This design comes from an exercise in tuning for small area, a short achievable clock period and few clock cycles on the open sky130 flow, not from production work. The RTL was checked by simulation tests, not by an equivalence proof against the original design. Power and IR drop assume default switching activity.

==> job 9807: inputs <==
Design mips_cpu_bus, start of the top module:
module mips_cpu_bus(
    input logic clk,
    input logic reset,
    output logic active,
    output logic[31:0] register_v0,
    output logic[31:0] address,
    output logic write,
    output logic read,
    input logic waitrequest,
    output logic[31:0] writedata,
    output logic[3:0] byteenable,
    input logic[31:0] readdata
);
==> flow/config.mk <==
export PLATFORM = sky130hd
export DESIGN_NAME = mips_cpu_bus
export DESIGN_NICKNAME = mips_cpu_bus
export VERILOG_FILES = /design/flow/design.v
export SDC_FILE = /design/flow/constraint.sdc
export NUM_CORES = 8
export LEC_CHECK = 0
export CAP_MARGIN = 20
export CORE_MARGIN = 2
export CORE_UTILIZATION = 40
export SLEW_MARGIN = 20
==> flow/constraint.sdc <==
create_clock -name core_clock -period 12.5 [get_ports {clk}]
set_input_delay 2.5000 -clock core_clock [delete_from_list [all_inputs] [get_ports {clk}]]
set_output_delay 2.5000 -clock core_clock [all_outputs]
set_load 0.01 [all_outputs]
standard.sh (not shown) runs the stock make flow with config.mk's settings and CLKGATE_MAP_FILE= SYNTH_SCRIPT=/design/flow/synth_recipe.tcl, a recipe that flattens the netlist after the stock synthesis.
==> flow/flow/run.sh <==
#!/bin/bash
# Layout flow: the standard ORFS flow (standard synthesis unchanged), with
# repair_timing aiming below the design's clock period, and real buffers
# (not delay cells) on the ports. Each tool's output goes to flow.log.
set -euo pipefail
MARGIN=$(cat flow/margin.txt 2>/dev/null || echo 7)
sed -e "s#\"\${@:-finish}\"#SETUP_SLACK_MARGIN=${MARGIN} BUFFER_PORTS_ARGS=\"-buffer_cell sky130_fd_sc_hd__buf_4\" \"\${@:-finish}\"#" \
    standard.sh > my_standard.sh
cat my_standard.sh > my_standard_sh.log
bash my_standard.sh > flow.log 2>&1
==> flow/flow/margin.txt <==
7.5
==> job 6080: changes against job 9807 <==
--- a/flow/design.v
+++ b/flow/design.v
@@ -77,15 +77,15 @@
     wire d_mtlo   = d_r & (d_fn == 6'b010011);
     wire d_mul    = d_r & (d_fn[5:1] == 5'b01100);
     wire d_div    = d_r & (d_fn[5:1] == 5'b01101);
     wire d_ralu   = d_r & (d_fn[5] | (d_fn[5:3] == 3'b000));
     wire d_rlink  = d_regimm & d_rt[4];
     wire d_link   = d_jal | d_jalr | d_rlink;
     localparam ALU_ADD = 4'd0, ALU_SUB = 4'd1, ALU_AND = 4'd2, ALU_OR = 4'd3,
-               ALU_XOR = 4'd4, ALU_SLT = 4'd5, ALU_SLTU = 4'd6,
+               ALU_XOR = 4'd4, ALU_SLT = 4'd5, ALU_SLTU = 4'd6, ALU_PASSB = 4'd7,
                ALU_SLL = 4'd8, ALU_SRL = 4'd10, ALU_SRA = 4'd11,
                ALU_SLLV = 4'd12, ALU_SRLV = 4'd14, ALU_SRAV = 4'd15;
     logic [3:0] d_alu;
     always_comb begin
         d_alu = ALU_ADD;
         if (d_r) begin
             case (d_fn)
@@ -149,38 +149,40 @@
         endcase
         case (selb)
             2'd3:    opb_r = mres;
             2'd2:    opb_r = wres;
             2'd1:    opb_r = w2val;
             default: opb_r = eb;
         endcase
-        opb = eimm ? immx : opb_r;
+    end
+    always_comb begin
+        if (eimm)          opb = immx;
+        else if (estore)   opb = st_data;
+        else if (elink)    opb = {dpc1, 2'b00};    
+        else if (emfhi)    opb = md_hi;
+        else if (emflo)    opb = md_lo;
+        else               opb = opb_r;            
     end
     wire haza = lda & sela[1];
     wire hazb = ldb & selb[1];
-    wire  [4:0]  alu_sa = ealu[2] ? opa[4:0] : ei[10:6];
-    mips_cpu_ALU alu(.op(ealu), .a(opa), .b(opb), .sa(alu_sa), .y(alu_y));
     logic        md_busy;
     logic [31:0] md_hi, md_lo;
-    logic [31:0] eres;
-    always_comb begin
-        if (eload)         eres = opb;
-        else if (elink)    eres = {dpc1, 2'b00};    
-        else if (emfhi)    eres = md_hi;
-        else if (emflo)    eres = md_lo;
-        else               eres = alu_y;
-    end
+    wire [31:0] st_data = (emt[1:0] == 2'b00) ? {4{opb_r[7:0]}} :
+                          (emt[1:0] == 2'b01) ? {2{opb_r[15:0]}} : opb_r;
+    wire  [4:0]  alu_sa = ealu[2] ? opa[4:0] : ei[10:6];
+    mips_cpu_ALU alu(.op(ealu), .a(opa), .b(opb), .sa(alu_sa), .y(alu_y));
+    wire [31:0] eres = alu_y;
     wire [31:0] agu = opa + {{16{ei[15]}}, ei[15:0]};
     wire a_zero = (opa == 32'd0);
     wire a_neg  = opa[31];
     logic br_cond;
     always_comb begin
         case (ebt)
-            3'b100:  br_cond = (opa == opb);         
-            3'b101:  br_cond = (opa != opb);         
+            3'b100:  br_cond = (opa == opb_r);       
+            3'b101:  br_cond = (opa != opb_r);       
             3'b110:  br_cond = a_neg | a_zero;       
             3'b111:  br_cond = !a_neg & !a_zero;     
             3'b000:  br_cond = a_neg;                
             default: br_cond = !a_neg;               
         endcase
     end
     wire        e_taken = ev & (ejmp | ejr | (ebr & br_cond));
@@ -215,31 +217,30 @@
     wire [1:0] sela_s = (sela == 2'd3) ? m_next : {1'b0, sela[1]};
     wire [1:0] selb_s = (selb == 2'd3) ? m_next : {1'b0, selb[1]};
     wire redirect = e_done & e_taken;
     wire [1:0] nq_next_raw = nq + {1'b0, arr} - {1'b0, d_adv};
     wire s0 = (nq == 2'd0) & !arr;                  
     wire s1 = ((nq == 2'd0) & arr) | ((nq == 2'd1) & !arr);
     wire af = acc & !qd;                            
-    wire fetch_ok = !halting && !redirect &&
+    wire q0 = qv & !qd & (qa == 30'd0);
+    wire fetch_ok = !halting && !q0 && !redirect &&
                     (d_adv ? !(!s0 & !s1 & af) : (s0 | (s1 & !af)));
     wire [29:0] nfa = (acc & !qd) ? qa + 30'd1 : fpc;
     wire [1:0] boff = agu[1:0];
     logic [3:0] be_mem;
     always_comb begin
         case (emt[1:0])
             2'b00: be_mem = 4'b0001 << boff;                                    
             2'b01: be_mem = boff[0] ? 4'b0000 : (boff[1] ? 4'b1100 : 4'b0011);  
             2'b11: be_mem = (boff == 2'b00) ? 4'b1111 : 4'b0000;                
             default: be_mem = eload ? (emt[2] ? (4'b1111 << boff)               
                                               : (4'b1111 >> (2'd3 - boff)))     
                                     : 4'b0000;
         endcase
     end
-    wire [31:0] st_data = (emt[1:0] == 2'b00) ? {4{opb[7:0]}} :
-                          (emt[1:0] == 2'b01) ? {2{opb[15:0]}} : opb;
     logic [31:0] ld;
     always_comb begin
         case (wmt)
             3'b000: case (woff)                                    
                 2'd0: ld = {{24{readdata[7]}},  readdata[7:0]};
                 2'd1: ld = {{24{readdata[15]}}, readdata[15:8]};
                 2'd2: ld = {{24{readdata[23]}}, readdata[23:16]};
@@ -297,30 +298,30 @@
             if (e_done & e_mem) begin
                 qv  <= 1'b1;
                 qd  <= 1'b1;
                 qw  <= estore;
                 qa  <= agu[31:2];
                 qbe <= be_mem;
             end else if (redirect) begin
-                qv  <= (target != 30'd0);
+                qv  <= 1'b1;
                 qd  <= 1'b0;
                 qw  <= 1'b0;
                 qa  <= target;
                 qbe <= 4'b1111;
             end else if (q_free) begin
                 qv  <= fetch_ok;
                 qd  <= 1'b0;
                 qw  <= 1'b0;
                 qa  <= nfa;
                 qbe <= 4'b1111;
             end
             if (acc & !qd) fpc <= qa + 30'd1;
             if (redirect)  fpc <= target;
-            if (redirect & (target == 30'd0)) halting <= 1'b1;
-            arr <= acc & !qd & !redirect;
+            if (q0) halting <= 1'b1;
+            arr <= acc & !qd & !redirect & !q0;
             if (redirect) begin
                 if (d_adv) nq <= 2'd0;
                 else begin
                     nq  <= 2'd1;
                     iq0 <= di;
                 end
             end else begin
@@ -347,15 +348,15 @@
         if (d_adv) begin
             eimm  <= d_immalu;
             eimmt <= d_op[2:0];
             lda   <= lda_d;
             ldb   <= ldb_d;
             ei    <= di[25:0];
             edst  <= d_dst;
-            ealu  <= d_alu;
+            ealu  <= (d_load | d_store | d_link | d_mfhi | d_mflo) ? ALU_PASSB : d_alu;
             eload <= d_load;
             estore<= d_store;
             elink <= d_link;
             emt   <= d_op[2:0];
             ebr   <= d_br4 | d_regimm;
             ebt   <= d_regimm ? {2'b00, d_rt[0]} : d_op[2:0];
             ejmp  <= d_j | d_jal;
@@ -374,30 +375,28 @@
         selb <= d_adv ? selb_d : selb_s;
         w2dst <= rf_we ? rf_wa : 5'd0;
         w2val <= rf_wd;
         if (e_done) begin
             mmem  <= e_mem;
             mload <= eload;
             mdst  <= edst;
-            mres  <= estore ? st_data : eres;
+            mres  <= eres;
             mmt   <= emt;
             moff  <= agu[1:0];
         end
-        if (m_done) begin
-            wload <= mload;
-            wdst  <= mdst;
-            wres  <= mres;
-            wmt   <= mmt;
-            woff  <= moff;
-        end
+        wload <= mload;
+        wdst  <= mdst;
+        wres  <= mres;
+        wmt   <= mmt;
+        woff  <= moff;
     end
     mips_cpu_multiplier md(
         .clk(clk), .reset(reset),
         .start(e_done & (emul | ediv)), .is_div(ediv), .sign(emsign),
-        .a(opa), .b(opb),
+        .a(opa), .b(opb_r),
         .wr_hi(e_done & emthi), .wr_lo(e_done & emtlo),
         .busy(md_busy), .hi(md_hi), .lo(md_lo)
     );
 endmodule
 module mips_cpu_registers(
     input  logic        clk,
     input  logic        reset,
@@ -452,14 +451,15 @@
         case (op)
             4'd0, 4'd1: y = s[31:0];
             4'd2:       y = a & b;
             4'd3:       y = a | b;
             4'd4:       y = a ^ b;
             4'd5:       y = {31'd0, slt};
             4'd6:       y = {31'd0, sltu};
+            4'd7:       y = b;
             default:    y = sh;
         endcase
     end
 endmodule
 module mips_cpu_multiplier(
     input  logic        clk,
     input  logic        reset,
==> flow/flow/margin.txt (replaced) <==
7
Settings changed: CORE_UTILIZATION 40 to 56, CTS_CLUSTER_DIAMETER from default to 120, CTS_CLUSTER_SIZE from default to 20.
==> results.sh <==
export IMPL_p_int_mw=15.31
export IMPL_multi_input_gates=6551
export IMPL_inv_count=178
export IMPL_status="finished clean"
export IMPL_multi_input_area_share_pct=45.57
-- figures above: job 6080

==> results.sh <==
export IMPL_status="finished clean"
export IMPL_globalplace_congestion=1.071
export IMPL_inv_count=180
export IMPL_holdWs_ns=0.4232
export IMPL_multi_input_area_share_pct=42.78
export IMPL_flops_and_latches=1517
export IMPL_multi_input_gates=6363
export IMPL_p_int_mw=17.04
-- figures above: job 9807

Testbench counts of job 9807, summed over its fixed seeds: cycles 118,396.
Testbench counts of job 6080, summed over its fixed seeds: cycles 118,396.

==> trial 82: inputs <==
mips_cpu_bus, a different RTL version from the one above (not shown whole).
==> flow/design.v (excerpt) <==
module mips_cpu_bus(
    input logic clk,
    input logic reset,
    output logic active,
    output logic[31:0] register_v0,
    output logic[31:0] address,
    output logic write,
    output logic read,
    input logic waitrequest,
    output logic[31:0] writedata,
    output logic[3:0] byteenable,
    input logic[31:0] readdata
);
==> module mips_cpu_multiplier, before the edit <==
module mips_cpu_multiplier(
    input  logic        clk,
    input  logic        reset,
    input  logic        start,
    input  logic        is_div,
    input  logic        sign,
    input  logic [31:0] a,
    input  logic [31:0] b,
    input  logic        wr_hi,
    input  logic        wr_lo,
    output logic        busy,
    output logic [31:0] hi,
    output logic [31:0] lo
);
    localparam I_IDLE = 0, I_ABS1 = 1, I_ABS2 = 2, I_MUL = 3, I_NORM = 4,
               I_DIV = 5, I_NEGH = 6, I_NEGL = 7, I_NRM4 = 8, I_DCHK = 9;
    localparam [9:0] S_IDLE = 10'b1 << I_IDLE, S_ABS1 = 10'b1 << I_ABS1,
                     S_ABS2 = 10'b1 << I_ABS2, S_MUL  = 10'b1 << I_MUL,
                     S_NORM = 10'b1 << I_NORM, S_DIV  = 10'b1 << I_DIV,
                     S_NEGH = 10'b1 << I_NEGH, S_NEGL = 10'b1 << I_NEGL,
                     S_NRM4 = 10'b1 << I_NRM4, S_DCHK = 10'b1 << I_DCHK;
    logic [9:0]  st;
    logic        div, negq, negr, nega, negb;
    logic [31:0] m;
    logic [5:0]  cnt;
    logic        lcy;
    assign busy = !st[I_IDLE];
    logic [31:0] ax, ay;
    logic        aci;
    logic [32:0] asum;
    wire x_hi = st[I_MUL] | st[I_NORM] | st[I_NRM4] | st[I_DIV] | st[I_DCHK];
    wire y_hi = (st[I_ABS1] & div) | st[I_NEGH];
    wire y_lo = (st[I_ABS1] & !div) | st[I_NEGL];
    wire y_m  = st[I_ABS2] | st[I_DIV] | st[I_DCHK];
    always_comb begin
        ax  = x_hi ? hi : 32'd0;
        ay  = ({32{y_hi}} & ~hi) |
              ({32{y_lo}} & ~lo) |
              ({32{y_m}} & ~m) |
              ({32{st[I_NORM]}} & ~{m[30:0], 1'b0}) |
              ({32{st[I_NRM4]}} & ~{m[27:0], 4'b0}) |
              ({32{st[I_MUL] & lo[0]}} & m);
        aci = !st[I_MUL] & (!st[I_NEGH] | div | lcy);
    end
    assign asum = {1'b0, ax} + {1'b0, ay} + {32'd0, aci};
    always_ff @(posedge clk) begin
        if (reset) begin
            st <= S_IDLE;
            hi <= 32'd0;
            lo <= 32'd0;
        end else if (start) begin
            if ((a == 32'd0) | (b == 32'd0)) begin
                hi <= 32'd0;
                lo <= 32'd0;
                st <= S_IDLE;
            end else begin
                div  <= is_div;
                nega <= sign & a[31];
                negb <= sign & b[31];
                negq <= sign & (a[31] ^ b[31]);
                negr <= sign & a[31];
                m    <= b;
                cnt  <= 6'd0;
                if (is_div) begin hi <= a;     lo <= 32'd0; end
                else        begin hi <= 32'd0; lo <= a;     end
                st <= (sign & a[31]) ? S_ABS1 :
                      (sign & b[31]) ? S_ABS2 :
                      is_div ? S_DCHK : S_MUL;
            end
        end else begin
            case (1'b1)
                st[I_IDLE]: begin
                    if (wr_hi) hi <= a;
                    if (wr_lo) lo <= a;
                end
                st[I_ABS1]: begin
                    if (div) hi <= asum[31:0]; else lo <= asum[31:0];
                    st <= negb ? S_ABS2 : (div ? S_DCHK : S_MUL);
                end
                st[I_ABS2]: begin
                    m  <= asum[31:0];
                    st <= div ? S_DCHK : S_MUL;
                end
                st[I_MUL]: begin
                    {hi, lo} <= {asum[32:0], lo[31:1]};
                    cnt <= cnt + 6'd1;
                    if (cnt == 6'd31) st <= negq ? S_NEGL : S_IDLE;
                end
                st[I_DCHK]: begin
                    if (!asum[32]) st <= negr ? S_NEGH : S_IDLE;
                    else           st <= S_NRM4;
                end
                st[I_NRM4]: begin
                    if (m[31:28] == 4'd0 && asum[32]) begin
                        m   <= {m[27:0], 4'b0};
                        cnt <= cnt + 6'd4;
                    end else begin
                        st <= S_NORM;
                    end
                end
                st[I_NORM]: begin
                    if (!m[31] && asum[32]) begin
                        m   <= {m[30:0], 1'b0};
                        cnt <= cnt + 6'd1;
                    end else begin
                        st <= S_DIV;
                    end
                end
                st[I_DIV]: begin
                    if (asum[32]) hi <= asum[31:0];
                    lo  <= {lo[30:0], asum[32]};
                    m   <= {1'b0, m[31:1]};
                    cnt <= cnt - 6'd1;
                    if (cnt == 6'd0)
                        st <= negq ? S_NEGL : (negr ? S_NEGH : S_IDLE);
                end
                st[I_NEGL]: begin
                    lo  <= asum[31:0];
                    lcy <= asum[32];
                    st  <= (!div | negr) ? S_NEGH : S_IDLE;
                end
                st[I_NEGH]: begin
                    hi <= asum[31:0];
                    st <= S_IDLE;
                end
                default: st <= S_IDLE;
            endcase
        end
    end
endmodule
export LEC_CHECK = 0
export CAP_MARGIN = 20
export CORE_MARGIN = 2
export CORE_UTILIZATION = 50
export CTS_CLUSTER_DIAMETER = 120
export CTS_CLUSTER_SIZE = 20
export SLEW_MARGIN = 20
create_clock -name core_clock -period 12.5 [get_ports {clk}]
==> flow/flow/margin.txt <==
7
Scripts as last shown in full above: flow/flow/run.sh
==> build 76: changes against trial 82 <==
--- a/flow/design.v
+++ b/flow/design.v
@@ -79,11 +79,11 @@
     wire d_div    = d_r & (d_fn[5:1] == 5'b01101);
     wire d_ralu   = d_r & (d_fn[5] | (d_fn[5:3] == 3'b000));
     wire d_rlink  = d_regimm & d_rt[4];
     wire d_link   = d_jal | d_jalr | d_rlink;
     localparam ALU_ADD = 4'd0, ALU_SUB = 4'd1, ALU_AND = 4'd2, ALU_OR = 4'd3,
-               ALU_XOR = 4'd4, ALU_SLT = 4'd5, ALU_SLTU = 4'd6, ALU_PASSB = 4'd7,
+               ALU_XOR = 4'd4, ALU_SLT = 4'd5, ALU_SLTU = 4'd6,
                ALU_SLL = 4'd8, ALU_SRL = 4'd10, ALU_SRA = 4'd11,
                ALU_SLLV = 4'd12, ALU_SRLV = 4'd14, ALU_SRAV = 4'd15;
     logic [3:0] d_alu;
     always_comb begin
         d_alu = ALU_ADD;
@@ -151,36 +151,38 @@
             2'd3:    opb_r = mres;
             2'd2:    opb_r = wres;
             2'd1:    opb_r = w2val;
             default: opb_r = eb;
         endcase
-    end
-    always_comb begin
-        if (eimm)          opb = immx;
-        else if (estore)   opb = st_data;
-        else if (elink)    opb = {dpc1, 2'b00};    
-        else if (emfhi)    opb = md_hi;
-        else if (emflo)    opb = md_lo;
-        else               opb = opb_r;            
+        opb = eimm ? immx : opb_r;
     end
     wire haza = lda & sela[1];
     wire hazb = ldb & selb[1];
-    logic        md_busy;
-    logic [31:0] md_hi, md_lo;
-    wire [31:0] st_data = (emt[1:0] == 2'b00) ? {4{opb_r[7:0]}} :
-                          (emt[1:0] == 2'b01) ? {2{opb_r[15:0]}} : opb_r;
     wire  [4:0]  alu_sa = ealu[2] ? opa[4:0] : ei[10:6];
     mips_cpu_ALU alu(.op(ealu), .a(opa), .b(opb), .sa(alu_sa), .y(alu_y));
-    wire [31:0] eres = alu_y;
+    logic        md_busy;
+    logic [31:0] md_hi, md_lo;
+    wire [31:0] st_data = (emt[1:0] == 2'b00) ? {4{opb[7:0]}} :
+                          (emt[1:0] == 2'b01) ? {2{opb[15:0]}} : opb;
+    logic [31:0] eoth;
+    always_comb begin
+        if (estore)        eoth = st_data;
+        else if (eload)    eoth = opb;
+        else if (elink)    eoth = {dpc1, 2'b00};    
+        else if (emfhi)    eoth = md_hi;
+        else               eoth = md_lo;
+    end
+    wire ealu_res = !(estore | eload | elink | emfhi | emflo);
+    wire [31:0] eres = ealu_res ? alu_y : eoth;
     wire [31:0] agu = opa + {{16{ei[15]}}, ei[15:0]};
     wire a_zero = (opa == 32'd0);
     wire a_neg  = opa[31];
     logic br_cond;
     always_comb begin
         case (ebt)
-            3'b100:  br_cond = (opa == opb_r);       
-            3'b101:  br_cond = (opa != opb_r);       
+            3'b100:  br_cond = (opa == opb);         
+            3'b101:  br_cond = (opa != opb);         
             3'b110:  br_cond = a_neg | a_zero;       
             3'b111:  br_cond = !a_neg & !a_zero;     
             3'b000:  br_cond = a_neg;                
             default: br_cond = !a_neg;               
         endcase
@@ -350,11 +352,11 @@
             eimmt <= d_op[2:0];
             lda   <= lda_d;
             ldb   <= ldb_d;
             ei    <= di[25:0];
             edst  <= d_dst;
-            ealu  <= (d_load | d_store | d_link | d_mfhi | d_mflo) ? ALU_PASSB : d_alu;
+            ealu  <= d_alu;
             eload <= d_load;
             estore<= d_store;
             elink <= d_link;
             emt   <= d_op[2:0];
             ebr   <= d_br4 | d_regimm;
@@ -390,11 +392,11 @@
         woff  <= moff;
     end
     mips_cpu_multiplier md(
         .clk(clk), .reset(reset),
         .start(e_done & (emul | ediv)), .is_div(ediv), .sign(emsign),
-        .a(opa), .b(opb_r),
+        .a(opa), .b(opb),
         .wr_hi(e_done & emthi), .wr_lo(e_done & emtlo),
         .busy(md_busy), .hi(md_hi), .lo(md_lo)
     );
 endmodule
 module mips_cpu_registers(
@@ -453,11 +455,10 @@
             4'd2:       y = a & b;
             4'd3:       y = a | b;
             4'd4:       y = a ^ b;
             4'd5:       y = {31'd0, slt};
             4'd6:       y = {31'd0, sltu};
-            4'd7:       y = b;
             default:    y = sh;
         endcase
     end
 endmodule
 module mips_cpu_multiplier(
@@ -472,39 +473,36 @@
     input  logic        wr_lo,
     output logic        busy,
     output logic [31:0] hi,
     output logic [31:0] lo
 );
-    localparam I_IDLE = 0, I_ABS1 = 1, I_ABS2 = 2, I_MUL = 3, I_NORM = 4,
-               I_DIV = 5, I_NEGH = 6, I_NEGL = 7, I_NRM4 = 8, I_DCHK = 9;
-    localparam [9:0] S_IDLE = 10'b1 << I_IDLE, S_ABS1 = 10'b1 << I_ABS1,
-                     S_ABS2 = 10'b1 << I_ABS2, S_MUL  = 10'b1 << I_MUL,
-                     S_NORM = 10'b1 << I_NORM, S_DIV  = 10'b1 << I_DIV,
-                     S_NEGH = 10'b1 << I_NEGH, S_NEGL = 10'b1 << I_NEGL,
-                     S_NRM4 = 10'b1 << I_NRM4, S_DCHK = 10'b1 << I_DCHK;
-    logic [9:0]  st;
+    localparam S_IDLE = 4'd0, S_ABS1 = 4'd1, S_ABS2 = 4'd2, S_MUL = 4'd3,
+               S_NORM = 4'd4, S_DIV = 4'd5, S_NEGH = 4'd6, S_NEGL = 4'd7,
+               S_NRM4 = 4'd8, S_DCHK = 4'd9;
+    logic [3:0]  st;
     logic        div, negq, negr, nega, negb;
     logic [31:0] m;
     logic [5:0]  cnt;
     logic        lcy;
-    assign busy = !st[I_IDLE];
+    assign busy = (st != S_IDLE);
     logic [31:0] ax, ay;
     logic        aci;
     logic [32:0] asum;
-    wire x_hi = st[I_MUL] | st[I_NORM] | st[I_NRM4] | st[I_DIV] | st[I_DCHK];
-    wire y_hi = (st[I_ABS1] & div) | st[I_NEGH];
-    wire y_lo = (st[I_ABS1] & !div) | st[I_NEGL];
-    wire y_m  = st[I_ABS2] | st[I_DIV] | st[I_DCHK];
-    always_comb begin
-        ax  = x_hi ? hi : 32'd0;
-        ay  = ({32{y_hi}} & ~hi) |
-              ({32{y_lo}} & ~lo) |
-              ({32{y_m}} & ~m) |
-              ({32{st[I_NORM]}} & ~{m[30:0], 1'b0}) |
-              ({32{st[I_NRM4]}} & ~{m[27:0], 4'b0}) |
-              ({32{st[I_MUL] & lo[0]}} & m);
-        aci = !st[I_MUL] & (!st[I_NEGH] | div | lcy);
+    always_comb begin
+        ax = 32'd0; ay = ~m; aci = 1'b1;
+        case (st)
+            S_ABS1: begin ax = 32'd0; ay = div ? ~hi : ~lo; aci = 1'b1; end
+            S_ABS2: begin ax = 32'd0; ay = ~m;              aci = 1'b1; end
+            S_MUL:  begin ax = hi;    ay = lo[0] ? m : 32'd0; aci = 1'b0; end
+            S_NORM: begin ax = hi;    ay = ~{m[30:0], 1'b0}; aci = 1'b1; end
+            S_NRM4: begin ax = hi;    ay = ~{m[27:0], 4'b0}; aci = 1'b1; end
+            S_DIV,
+            S_DCHK: begin ax = hi;    ay = ~m;              aci = 1'b1; end
+            S_NEGH: begin ax = 32'd0; ay = ~hi; aci = div | lcy; end
+            S_NEGL: begin ax = 32'd0; ay = ~lo;             aci = 1'b1; end
+            default: ;
+        endcase
     end
     assign asum = {1'b0, ax} + {1'b0, ay} + {32'd0, aci};
     always_ff @(posedge clk) begin
         if (reset) begin
             st <= S_IDLE;
@@ -528,62 +526,62 @@
                 st <= (sign & a[31]) ? S_ABS1 :
                       (sign & b[31]) ? S_ABS2 :
                       is_div ? S_DCHK : S_MUL;
             end
         end else begin
-            case (1'b1)
-                st[I_IDLE]: begin
+            case (st)
+                S_IDLE: begin
                     if (wr_hi) hi <= a;
                     if (wr_lo) lo <= a;
                 end
-                st[I_ABS1]: begin
+                S_ABS1: begin
                     if (div) hi <= asum[31:0]; else lo <= asum[31:0];
                     st <= negb ? S_ABS2 : (div ? S_DCHK : S_MUL);
                 end
-                st[I_ABS2]: begin
+                S_ABS2: begin
                     m  <= asum[31:0];
                     st <= div ? S_DCHK : S_MUL;
                 end
-                st[I_MUL]: begin
+                S_MUL: begin
                     {hi, lo} <= {asum[32:0], lo[31:1]};
                     cnt <= cnt + 6'd1;
                     if (cnt == 6'd31) st <= negq ? S_NEGL : S_IDLE;
                 end
-                st[I_DCHK]: begin
+                S_DCHK: begin
                     if (!asum[32]) st <= negr ? S_NEGH : S_IDLE;
                     else           st <= S_NRM4;
                 end
-                st[I_NRM4]: begin
+                S_NRM4: begin
                     if (m[31:28] == 4'd0 && asum[32]) begin
                         m   <= {m[27:0], 4'b0};
                         cnt <= cnt + 6'd4;
                     end else begin
                         st <= S_NORM;
                     end
                 end
-                st[I_NORM]: begin
+                S_NORM: begin
                     if (!m[31] && asum[32]) begin
                         m   <= {m[30:0], 1'b0};
                         cnt <= cnt + 6'd1;
                     end else begin
                         st <= S_DIV;
                     end
                 end
-                st[I_DIV]: begin
+                S_DIV: begin
                     if (asum[32]) hi <= asum[31:0];
                     lo  <= {lo[30:0], asum[32]};
                     m   <= {1'b0, m[31:1]};
                     cnt <= cnt - 6'd1;
                     if (cnt == 6'd0)
                         st <= negq ? S_NEGL : (negr ? S_NEGH : S_IDLE);
                 end
-                st[I_NEGL]: begin
+                S_NEGL: begin
                     lo  <= asum[31:0];
                     lcy <= asum[32];
                     st  <= (!div | negr) ? S_NEGH : S_IDLE;
                 end
-                st[I_NEGH]: begin
+                S_NEGH: begin
                     hi <= asum[31:0];
                     st <= S_IDLE;
                 end
                 default: st <= S_IDLE;
             endcase
==> trial 80: changes against trial 82 <==
--- a/flow/design.v
+++ b/flow/design.v
@@ -472,39 +472,36 @@
     input  logic        wr_lo,
     output logic        busy,
     output logic [31:0] hi,
     output logic [31:0] lo
 );
-    localparam I_IDLE = 0, I_ABS1 = 1, I_ABS2 = 2, I_MUL = 3, I_NORM = 4,
-               I_DIV = 5, I_NEGH = 6, I_NEGL = 7, I_NRM4 = 8, I_DCHK = 9;
-    localparam [9:0] S_IDLE = 10'b1 << I_IDLE, S_ABS1 = 10'b1 << I_ABS1,
-                     S_ABS2 = 10'b1 << I_ABS2, S_MUL  = 10'b1 << I_MUL,
-                     S_NORM = 10'b1 << I_NORM, S_DIV  = 10'b1 << I_DIV,
-                     S_NEGH = 10'b1 << I_NEGH, S_NEGL = 10'b1 << I_NEGL,
-                     S_NRM4 = 10'b1 << I_NRM4, S_DCHK = 10'b1 << I_DCHK;
-    logic [9:0]  st;
+    localparam S_IDLE = 4'd0, S_ABS1 = 4'd1, S_ABS2 = 4'd2, S_MUL = 4'd3,
+               S_NORM = 4'd4, S_DIV = 4'd5, S_NEGH = 4'd6, S_NEGL = 4'd7,
+               S_NRM4 = 4'd8, S_DCHK = 4'd9;
+    logic [3:0]  st;
     logic        div, negq, negr, nega, negb;
     logic [31:0] m;
     logic [5:0]  cnt;
     logic        lcy;
-    assign busy = !st[I_IDLE];
+    assign busy = (st != S_IDLE);
     logic [31:0] ax, ay;
     logic        aci;
     logic [32:0] asum;
-    wire x_hi = st[I_MUL] | st[I_NORM] | st[I_NRM4] | st[I_DIV] | st[I_DCHK];
-    wire y_hi = (st[I_ABS1] & div) | st[I_NEGH];
-    wire y_lo = (st[I_ABS1] & !div) | st[I_NEGL];
-    wire y_m  = st[I_ABS2] | st[I_DIV] | st[I_DCHK];
     always_comb begin
-        ax  = x_hi ? hi : 32'd0;
-        ay  = ({32{y_hi}} & ~hi) |
-              ({32{y_lo}} & ~lo) |
-              ({32{y_m}} & ~m) |
-              ({32{st[I_NORM]}} & ~{m[30:0], 1'b0}) |
-              ({32{st[I_NRM4]}} & ~{m[27:0], 4'b0}) |
-              ({32{st[I_MUL] & lo[0]}} & m);
-        aci = !st[I_MUL] & (!st[I_NEGH] | div | lcy);
+        ax = 32'd0; ay = ~m; aci = 1'b1;
+        case (st)
+            S_ABS1: begin ax = 32'd0; ay = div ? ~hi : ~lo; aci = 1'b1; end
+            S_ABS2: begin ax = 32'd0; ay = ~m;              aci = 1'b1; end
+            S_MUL:  begin ax = hi;    ay = lo[0] ? m : 32'd0; aci = 1'b0; end
+            S_NORM: begin ax = hi;    ay = ~{m[30:0], 1'b0}; aci = 1'b1; end
+            S_NRM4: begin ax = hi;    ay = ~{m[27:0], 4'b0}; aci = 1'b1; end
+            S_DIV,
+            S_DCHK: begin ax = hi;    ay = ~m;              aci = 1'b1; end
+            S_NEGH: begin ax = 32'd0; ay = ~hi; aci = div | lcy; end
+            S_NEGL: begin ax = 32'd0; ay = ~lo;             aci = 1'b1; end
+            default: ;
+        endcase
     end
     assign asum = {1'b0, ax} + {1'b0, ay} + {32'd0, aci};
     always_ff @(posedge clk) begin
         if (reset) begin
             st <= S_IDLE;
@@ -528,62 +525,62 @@
                 st <= (sign & a[31]) ? S_ABS1 :
                       (sign & b[31]) ? S_ABS2 :
                       is_div ? S_DCHK : S_MUL;
             end
         end else begin
-            case (1'b1)
-                st[I_IDLE]: begin
+            case (st)
+                S_IDLE: begin
                     if (wr_hi) hi <= a;
                     if (wr_lo) lo <= a;
                 end
-                st[I_ABS1]: begin
+                S_ABS1: begin
                     if (div) hi <= asum[31:0]; else lo <= asum[31:0];
                     st <= negb ? S_ABS2 : (div ? S_DCHK : S_MUL);
                 end
-                st[I_ABS2]: begin
+                S_ABS2: begin
                     m  <= asum[31:0];
                     st <= div ? S_DCHK : S_MUL;
                 end
-                st[I_MUL]: begin
+                S_MUL: begin
                     {hi, lo} <= {asum[32:0], lo[31:1]};
                     cnt <= cnt + 6'd1;
                     if (cnt == 6'd31) st <= negq ? S_NEGL : S_IDLE;
                 end
-                st[I_DCHK]: begin
+                S_DCHK: begin
                     if (!asum[32]) st <= negr ? S_NEGH : S_IDLE;
                     else           st <= S_NRM4;
                 end
-                st[I_NRM4]: begin
+                S_NRM4: begin
                     if (m[31:28] == 4'd0 && asum[32]) begin
                         m   <= {m[27:0], 4'b0};
                         cnt <= cnt + 6'd4;
                     end else begin
                         st <= S_NORM;
                     end
                 end
-                st[I_NORM]: begin
+                S_NORM: begin
                     if (!m[31] && asum[32]) begin
                         m   <= {m[30:0], 1'b0};
                         cnt <= cnt + 6'd1;
                     end else begin
                         st <= S_DIV;
                     end
                 end
-                st[I_DIV]: begin
+                S_DIV: begin
                     if (asum[32]) hi <= asum[31:0];
                     lo  <= {lo[30:0], asum[32]};
                     m   <= {1'b0, m[31:1]};
                     cnt <= cnt - 6'd1;
                     if (cnt == 6'd0)
                         st <= negq ? S_NEGL : (negr ? S_NEGH : S_IDLE);
                 end
-                st[I_NEGL]: begin
+                S_NEGL: begin
                     lo  <= asum[31:0];
                     lcy <= asum[32];
                     st  <= (!div | negr) ? S_NEGH : S_IDLE;
                 end
-                st[I_NEGH]: begin
+                S_NEGH: begin
                     hi <= asum[31:0];
                     st <= S_IDLE;
                 end
                 default: st <= S_IDLE;
             endcase
==> summary of the runs <==
The lowest global-route usage belongs to trial 82, the highest to trial 80. The lowest sequential power belongs to build 76, the highest to trial 80. Against build 76, the non-clock buffer count of trial 80 is higher by 67. The lowest fmax belongs to build 76, the highest to trial 80. In trial 80 the clock power is lower than in trial 82, by about 3%. Clock-buffer cell count: trial 82 is higher than trial 80 (12). In trial 82 the worst hold slack is worse than in build 76, by 0.0018 ns. Between trial 82 and build 76, the lower critical path depth is in trial 82 (gap 1). Between trial 82 and build 76, the lower die area is in build 76 (gap 0.81%, measured against build 76). The lowest routed wire length belongs to trial 82, the highest to trial 80.
Testbench counts of trial 82, summed over its fixed seeds: cycles 118,396.
Testbench counts of build 76, summed over its fixed seeds: cycles 118,396.
Testbench counts of trial 80, summed over its fixed seeds: cycles 118,396.

[what the ideal ports hide]
How much do the figures lean on ideal ports? The routed layouts below were timed once more, with nothing changed but the port constraints.
Step 1 (the two cells are an assumption about what drives the block):
set clk [get_ports {clk}]
set_driving_cell -lib_cell sky130_fd_sc_hd__clkbuf_16 $clk
set_driving_cell -lib_cell sky130_fd_sc_hd__buf_2 [delete_from_list [all_inputs] $clk]
Step 2 also shifts input and output timing later by t, the mid clock arrival at the registers, as if the neighbouring blocks saw the same clock.
a / b / c = ideal / step 1 / step 2; a / b = the first two.
run	shift t [ns]	setup WS [ns]	worst hold slack (ns)	worst data-port slew with drivers (ns)
job 9807	0.965	7.018 / 7.071 / 6.107	0.423 / 0.423 / 0.423	0.13
job 6080	0.875	6.726 / 6.792 / 5.918	0.335 / 0.335 / 0.335	0.07
trial 82	0.869	6.732 / 6.732 / 6.163	0.341 / 0.341 / 0.341	0.04
build 76	0.883	6.703 / 6.703 / 6.078	0.343 / 0.343 / 0.343	0.05
trial 80	0.879	6.848 / 6.915 / 6.037	0.350 / 0.350 / 0.350	0.05
After both steps every run listed still meets setup and hold. For job 9807, which loses most, drivers alone change the setup slack by +0.053 ns; drivers and shift together by -0.911 ns.
